Background: an optimization exercise with open tools, aiming at small area. Do not read the settings as production practice.
Function was checked by simulation only, so behaviour that the tests miss may differ from the original.
The clock port is modelled as an ideal driver, which makes a skipped or thinned clock tree look cheaper than it is; a real chip needs a root buffer or a tree.
Power figures rest on the tool's default switching activity, not on a simulated workload.

==> flow/design.v <==
`timescale 1ns/1ps
module top #(
    parameter CLKS_PER_BIT = 234
)
(
    input wire clk,
    input wire rst_n,
    input wire uart_rx,
    output wire uart_tx
);
    reg  [7:0] tcnt_r;
    wire [7:0] tq   = tcnt_r ^ 8'haa;
    wire       tick = &tq[6:1];
    wire       tfb  = tq[7] ^ (tq[2] | tq[6]);
    always @(posedge clk) begin
        if (!rst_n || tick)
            tcnt_r <= 8'h01 ^ 8'haa;
        else
            tcnt_r <= {~tcnt_r[6:0], tfb};
    end
    reg        rx_active_r;
    reg [5:0]  dcnt_r;
    reg [31:0] a_sr_r;
    reg        carry_r;
    wire rx_bit   = uart_rx;
    wire dtick    = tick && rx_active_r;          
    wire b_half   = dcnt_r[5];
    wire a_bit    = a_sr_r[0];
    wire sum_bit  = rx_bit ^ a_bit ^ carry_r;
    wire carry_nx = (rx_bit & a_bit) | (carry_r & (rx_bit ^ a_bit));
    wire last_bit = dtick && (dcnt_r == 6'd63);   
    always @(posedge clk) begin
        if (!rst_n) begin
            rx_active_r <= 1'b0;
            dcnt_r      <= 6'd0;
        end else if (tick) begin
            if (!rx_active_r) begin
                if (!rx_bit)
                    rx_active_r <= 1'b1;
            end else begin
                dcnt_r <= dcnt_r + 6'd1;
                if (dcnt_r[2:0] == 3'd7)
                    rx_active_r <= 1'b0;
            end
        end
    end
    always @(posedge clk) begin
        if (dtick) begin
            a_sr_r  <= {rx_bit, a_sr_r[31:1]};
            carry_r <= b_half & carry_nx;         
        end
    end
    reg [3:0] tx_frm_r;
    reg       tx_r;
    wire      frm_on = |tx_frm_r;
    always @(posedge clk) begin
        if (!rst_n) begin
            tx_frm_r <= 4'd0;
            tx_r     <= 1'b1;
        end else if (tick) begin
            if (last_bit)
                tx_frm_r <= 4'd10;
            else if (frm_on)
                tx_frm_r <= tx_frm_r - 4'd1;
            if (frm_on)
                tx_r <= tx_frm_r[3] & ~tx_frm_r[0] & (tx_frm_r[1] | carry_r);
            else if (b_half)
                tx_r <= rx_active_r ? sum_bit : rx_bit;
            else
                tx_r <= 1'b1;
        end
    end
    assign uart_tx = tx_r;
endmodule
==> flow/config.mk <==
export PLATFORM = sky130hd
export DESIGN_NAME = top
export DESIGN_NICKNAME = top
export VERILOG_FILES = /design/flow/design.v
export SDC_FILE = /design/flow/constraint.sdc
export NUM_CORES = 4
export LEC_CHECK = 0
export CAP_MARGIN = 20
export CORE_MARGIN = 2
export CORE_UTILIZATION = 40
export SLEW_MARGIN = 20
==> flow/constraint.sdc <==
create_clock -name core_clock -period 37.037 [get_ports {clk}]
set_input_delay 7.4074 -clock core_clock [delete_from_list [all_inputs] [get_ports {clk}]]
set_output_delay 7.4074 -clock core_clock [all_outputs]
set_load 0.01 [all_outputs]
standard.sh (not shown) runs the stock make flow with config.mk's settings and CLKGATE_MAP_FILE= SYNTH_SCRIPT=/design/flow/synth_recipe.tcl, a recipe that flattens the netlist after the stock synthesis.
==> flow/flow/run.sh <==
#!/bin/bash
# Layout flow: the standard ORFS flow (standard.sh) with these changes:
#  - synthesis is the standard script, but abc maps the logic with an
#    area-oriented script (flow/area.abc) and adders are left to abc
#    instead of being mapped to half/full adder cells first
#    (ADDER_MAP_FILE empty); flip-flop mapping is unchanged;
#  - the ports are buffered with the smallest buffer, buf_1;
#  - after clock tree synthesis, flow/clock_tree.tcl replaces the tree with
#    four buffers fed straight from the clock port, one per group of nearby
#    flip-flops, each the smallest of buf_4/6/8/12/16 whose estimated slew
#    at its flip-flops is at most 115 ps; it also removes the buffers that
#    repair_design added on signal nets and reruns repair_design, which
#    sizes up their drivers instead.
# Each ORFS step writes its own log under orfs/logs; make's output goes to
# flow_make.log.
set -euo pipefail
F=$PWD/flow
export MY_ABC_SCRIPT=$F/area.abc
bash standard.sh \
  SYNTH_SCRIPT=$F/synth.tcl \
  ADDER_MAP_FILE= \
  "BUFFER_PORTS_ARGS=-buffer_cell sky130_fd_sc_hd__buf_1" \
  POST_CTS_TCL=$F/clock_tree.tcl \
  finish > flow_make.log 2>&1
==> flow/flow/area.abc <==
strash; dc2; strash; dc2; dch -f; amap -F 1000 -A 1000 -E 0
==> flow/flow/clock_tree.tcl <==
# POST_CTS_TCL hook: replace the clock tree that clock_tree_synthesis built
# with a few clock buffers driven straight from the clock port, one per
# group of nearby flip-flops.
set ncl 4
set buf_master_name sky130_fd_sc_hd__buf_4
if { [info exists ::env(OWN_CTS_GROUPS)] } { set ncl $::env(OWN_CTS_GROUPS) }
if { [info exists ::env(OWN_CTS_BUF)] } { set buf_master_name $::env(OWN_CTS_BUF) }

set db [ord::get_db]
set block [ord::get_db_block]
set clk_net [[$block findBTerm clk] getNet]

# flip-flop clock pins
set sinks {}
foreach inst [$block getInsts] {
  set m [[$inst getMaster] getName]
  if { [regexp {__(e?dfxtp|dfrtp|dfstp|dfxbp)_} $m] } {
    lappend sinks [$inst findITerm CLK]
  }
}
puts "own clock tree: [llength $sinks] flip-flops"

# remove the cells and nets clock_tree_synthesis added
foreach inst [$block getInsts] {
  set n [$inst getName]
  if { [string match clkbuf_* $n] || [string match clkload* $n] } {
    odb::dbInst_destroy $inst
  }
}
foreach net [$block getNets] {
  if { [string match clknet_* [$net getName]] && [llength [$net getITerms]] == 0 } {
    odb::dbNet_destroy $net
  }
}

# split the flip-flops into ncl (a power of two) groups of equal size by
# halving along x, then y, and so on
proc split_groups { idxs pts depth axis } {
  if { $depth == 0 } { return [list $idxs] }
  set keyed {}
  foreach i $idxs { lappend keyed [list $i [lindex [lindex $pts $i] $axis]] }
  set keyed [lsort -real -index 1 $keyed]
  set h [expr {[llength $keyed] / 2}]
  set lo {}; set hi {}
  foreach k [lrange $keyed 0 [expr {$h - 1}]] { lappend lo [lindex $k 0] }
  foreach k [lrange $keyed $h end] { lappend hi [lindex $k 0] }
  return [concat [split_groups $lo $pts [expr {$depth - 1}] [expr {1 - $axis}]] \
    [split_groups $hi $pts [expr {$depth - 1}] [expr {1 - $axis}]]]
}
set pts {}
foreach s $sinks {
  set b [[$s getInst] getBBox]
  lappend pts [list [expr {([$b xMin] + [$b xMax]) / 2.0}] [expr {([$b yMin] + [$b yMax]) / 2.0}]]
}
set idxs {}
for { set i 0 } { $i < [llength $pts] } { incr i } { lappend idxs $i }
set depth [expr {int(round(log($ncl) / log(2)))}]
set groups [split_groups $idxs $pts $depth 0]
set assign [lrepeat [llength $pts] 0]
set cents {}
set k 0
foreach g $groups {
  set sx 0; set sy 0
  foreach i $g {
    lset assign $i $k
    set sx [expr {$sx + [lindex [lindex $pts $i] 0]}]
    set sy [expr {$sy + [lindex [lindex $pts $i] 1]}]
  }
  lappend cents [list [expr {$sx / [llength $g]}] [expr {$sy / [llength $g]}]]
  incr k
}
set ncl [llength $groups]

set master [$db findMaster $buf_master_name]
for { set k 0 } { $k < $ncl } { incr k } {
  set inst [odb::dbInst_create $block $master "clkbuf_own_$k"]
  set net [odb::dbNet_create $block "clknet_own_$k"]
  $net setSigType CLOCK
  [$inst findITerm A] connect $clk_net
  [$inst findITerm X] connect $net
  set n 0
  foreach s $sinks a $assign {
    if { $a == $k } { $s disconnect; $s connect $net; incr n }
  }
  set c [lindex $cents $k]
  $inst setLocation [expr {int([lindex $c 0])}] [expr {int([lindex $c 1])}]
  $inst setPlacementStatus PLACED
  puts "own clock tree: clkbuf_own_$k drives $n flip-flops"
}
# repair_design buffers heavy nets with very large buffers; remove the
# buffers it added on signal nets and let repair_design fix what that
# breaks, sizing the drivers first
set rsz_bufs {}
foreach inst [$block getInsts] {
  if { [regexp {^(place|load_slew|max_cap|max_length)[0-9]+$} [$inst getName]] } {
    lappend rsz_bufs [$inst getName]
  }
}
if { [llength $rsz_bufs] > 0 } {
  puts "own clock tree: removing repair buffers $rsz_bufs"
  remove_buffers [get_cells $rsz_bufs]
}
global_connect
detailed_placement
check_placement -verbose
estimate_parasitics -placement
repair_design -slew_margin 0 -cap_margin 0
detailed_placement
estimate_parasitics -placement

set slew_target 0.115
if { [info exists ::env(OWN_CTS_SLEW_TARGET)] } { set slew_target $::env(OWN_CTS_SLEW_TARGET) }
proc worst_clk_slew { k } {
  set net [[ord::get_db_block] findNet "clknet_own_$k"]
  set worst 0
  foreach it [$net getITerms] {
    if { [$it isOutputSignal] } { continue }
    set pin [get_pins "[[$it getInst] getName]/[[$it getMTerm] getName]"]
    foreach a {max min} {
      foreach e {rise fall} {
        set v [get_property $pin slew_${a}_$e]
        if { [string is double -strict $v] && $v > $worst } { set worst $v }
      }
    }
  }
  return $worst
}
set sizes {sky130_fd_sc_hd__buf_4 sky130_fd_sc_hd__buf_6 sky130_fd_sc_hd__buf_8 sky130_fd_sc_hd__buf_12 sky130_fd_sc_hd__buf_16}
for { set k 0 } { $k < $ncl } { incr k } {
  set inst [$block findInst "clkbuf_own_$k"]
  set i [lsearch -exact $sizes [[$inst getMaster] getName]]
  while { 1 } {
    set w [worst_clk_slew $k]
    puts "own clock tree: clkbuf_own_$k [[$inst getMaster] getName] estimated worst slew [format %.1f [expr {$w * 1e3}]] ps"
    if { $w <= $slew_target || $i < 0 || $i >= [llength $sizes] - 1 } { break }
    incr i
    $inst swapMaster [$db findMaster [lindex $sizes $i]]
    estimate_parasitics -placement
  }
}
detailed_placement
check_placement -verbose
estimate_parasitics -placement
repair_timing -hold -hold_margin 0.05
detailed_placement
check_placement -verbose
report_clock_skew
report_check_types -max_slew -max_capacitance -violators
Other scripts of this flow, unchanged in this note and not shown: flow/flow/synth.tcl
The first run finished clean.
Edit:
--- a/flow/flow/run.sh
+++ b/flow/flow/run.sh
@@ -9,7 +9,6 @@
 #    four buffers fed straight from the clock port, one per group of nearby
 #    flip-flops, each the smallest of buf_4/6/8/12/16 whose estimated slew
-#    at its flip-flops is at most 115 ps; it also removes the buffers that
-#    repair_design added on signal nets and reruns repair_design, which
-#    sizes up their drivers instead.
+#    at its flip-flops is at most 115 ps, and shrinks oversized repair
+#    buffers to buf_4.
 # Each ORFS step writes its own log under orfs/logs; make's output goes to
 # flow_make.log.
- worst setup slack does not change
- synthesized cell count stays the same
- utilization stays the same
- final cell count stays the same
- cell area does not change
- critical path depth stays the same
- wire length is unchanged
- total power stays the same
- via count is unchanged
Edit:
==> flow/flow/area.abc (replaced) <==
strash; dc2; strash; dc2; dch -f; amap
--- a/flow/flow/clock_tree.tcl
+++ b/flow/flow/clock_tree.tcl
@@ -88,23 +88,16 @@
   puts "own clock tree: clkbuf_own_$k drives $n flip-flops"
 }
-# repair_design buffers heavy nets with very large buffers; remove the
-# buffers it added on signal nets and let repair_design fix what that
-# breaks, sizing the drivers first
-set rsz_bufs {}
+# repair_design buffers heavy nets with very large buffers; a buf_4 drives
+# the loads here within the slew and capacitance limits
+set buf4 [$db findMaster sky130_fd_sc_hd__buf_4]
 foreach inst [$block getInsts] {
-  if { [regexp {^(place|load_slew|max_cap|max_length)[0-9]+$} [$inst getName]] } {
-    lappend rsz_bufs [$inst getName]
+  if { [regexp {__buf_(6|8|12|16)$} [[$inst getMaster] getName]] } {
+    puts "own clock tree: [$inst getName] resized to buf_4"
+    $inst swapMaster $buf4
   }
-}
-if { [llength $rsz_bufs] > 0 } {
-  puts "own clock tree: removing repair buffers $rsz_bufs"
-  remove_buffers [get_cells $rsz_bufs]
 }
 global_connect
 detailed_placement
 check_placement -verbose
-estimate_parasitics -placement
-repair_design -slew_margin 0 -cap_margin 0
-detailed_placement
 estimate_parasitics -placement
 
Result: The changed run completed without violations. Wire length rises by 14%. Flip-flop and latch count stays the same. Final cell count grows by 7.1%. Die area climbs by 1.4%. Maximum frequency is lower by 0.55%.
Edit:
==> flow/flow/area.abc (replaced) <==
strash; dc2; strash; dc2; dch -f; amap -F 1000 -A 1000 -E 0
CORE_UTILIZATION = 50   (was 40)
PLACE_DENSITY = 0.85   (was unset)
Result: Sequential power hardly moves; setup slack gets better by 0.067 ns; first-iteration DRC count fell by about 37%; clock power hardly moves; via count rose by 2.7%; die area fell by 20%; synthesized cell count fell by about 9%; critical path depth fell by 1; routed wire length fell by about 1.8%.
No run of this note takes its clock network from TritonCTS; it comes from the design's own scripts or RTL.

## afterwards: timing with drivers on the ports
How much do the figures lean on ideal ports? The routed layouts below were timed once more, with nothing changed but the port constraints.
Step 1 (the two cells are an assumption about what drives the block):
set clk [get_ports {clk}]
set_driving_cell -lib_cell sky130_fd_sc_hd__clkbuf_16 $clk
set_driving_cell -lib_cell sky130_fd_sc_hd__buf_2 [delete_from_list [all_inputs] $clk]
Step 2 moves the port delays by t, midway between the first and last clock arrival at a register: inputs arrive t later, outputs are due t later. That takes back most of the time a late clock gives input paths.
Slacks: no drivers / after step 1 / after step 2; pairs: no drivers / after step 1.
run	t, ns	setup WS [ns]	worst setup path at the end	latest minus earliest clock arrival (ns)
the first run	0.173	28.439 / 28.461 / 28.288	input to register	0.033 / 0.033
the second run	0.173	28.439 / 28.461 / 28.288	input to register	0.033 / 0.033
the third run	0.177	28.392 / 28.416 / 28.238	input to register	0.033 / 0.033
the fourth run	0.179	28.458 / 28.486 / 28.307	input to register	0.030 / 0.030
After both steps every run listed still meets setup and hold. For the third run, which loses most, drivers alone change the setup slack by +0.024 ns; drivers and shift together by -0.154 ns.
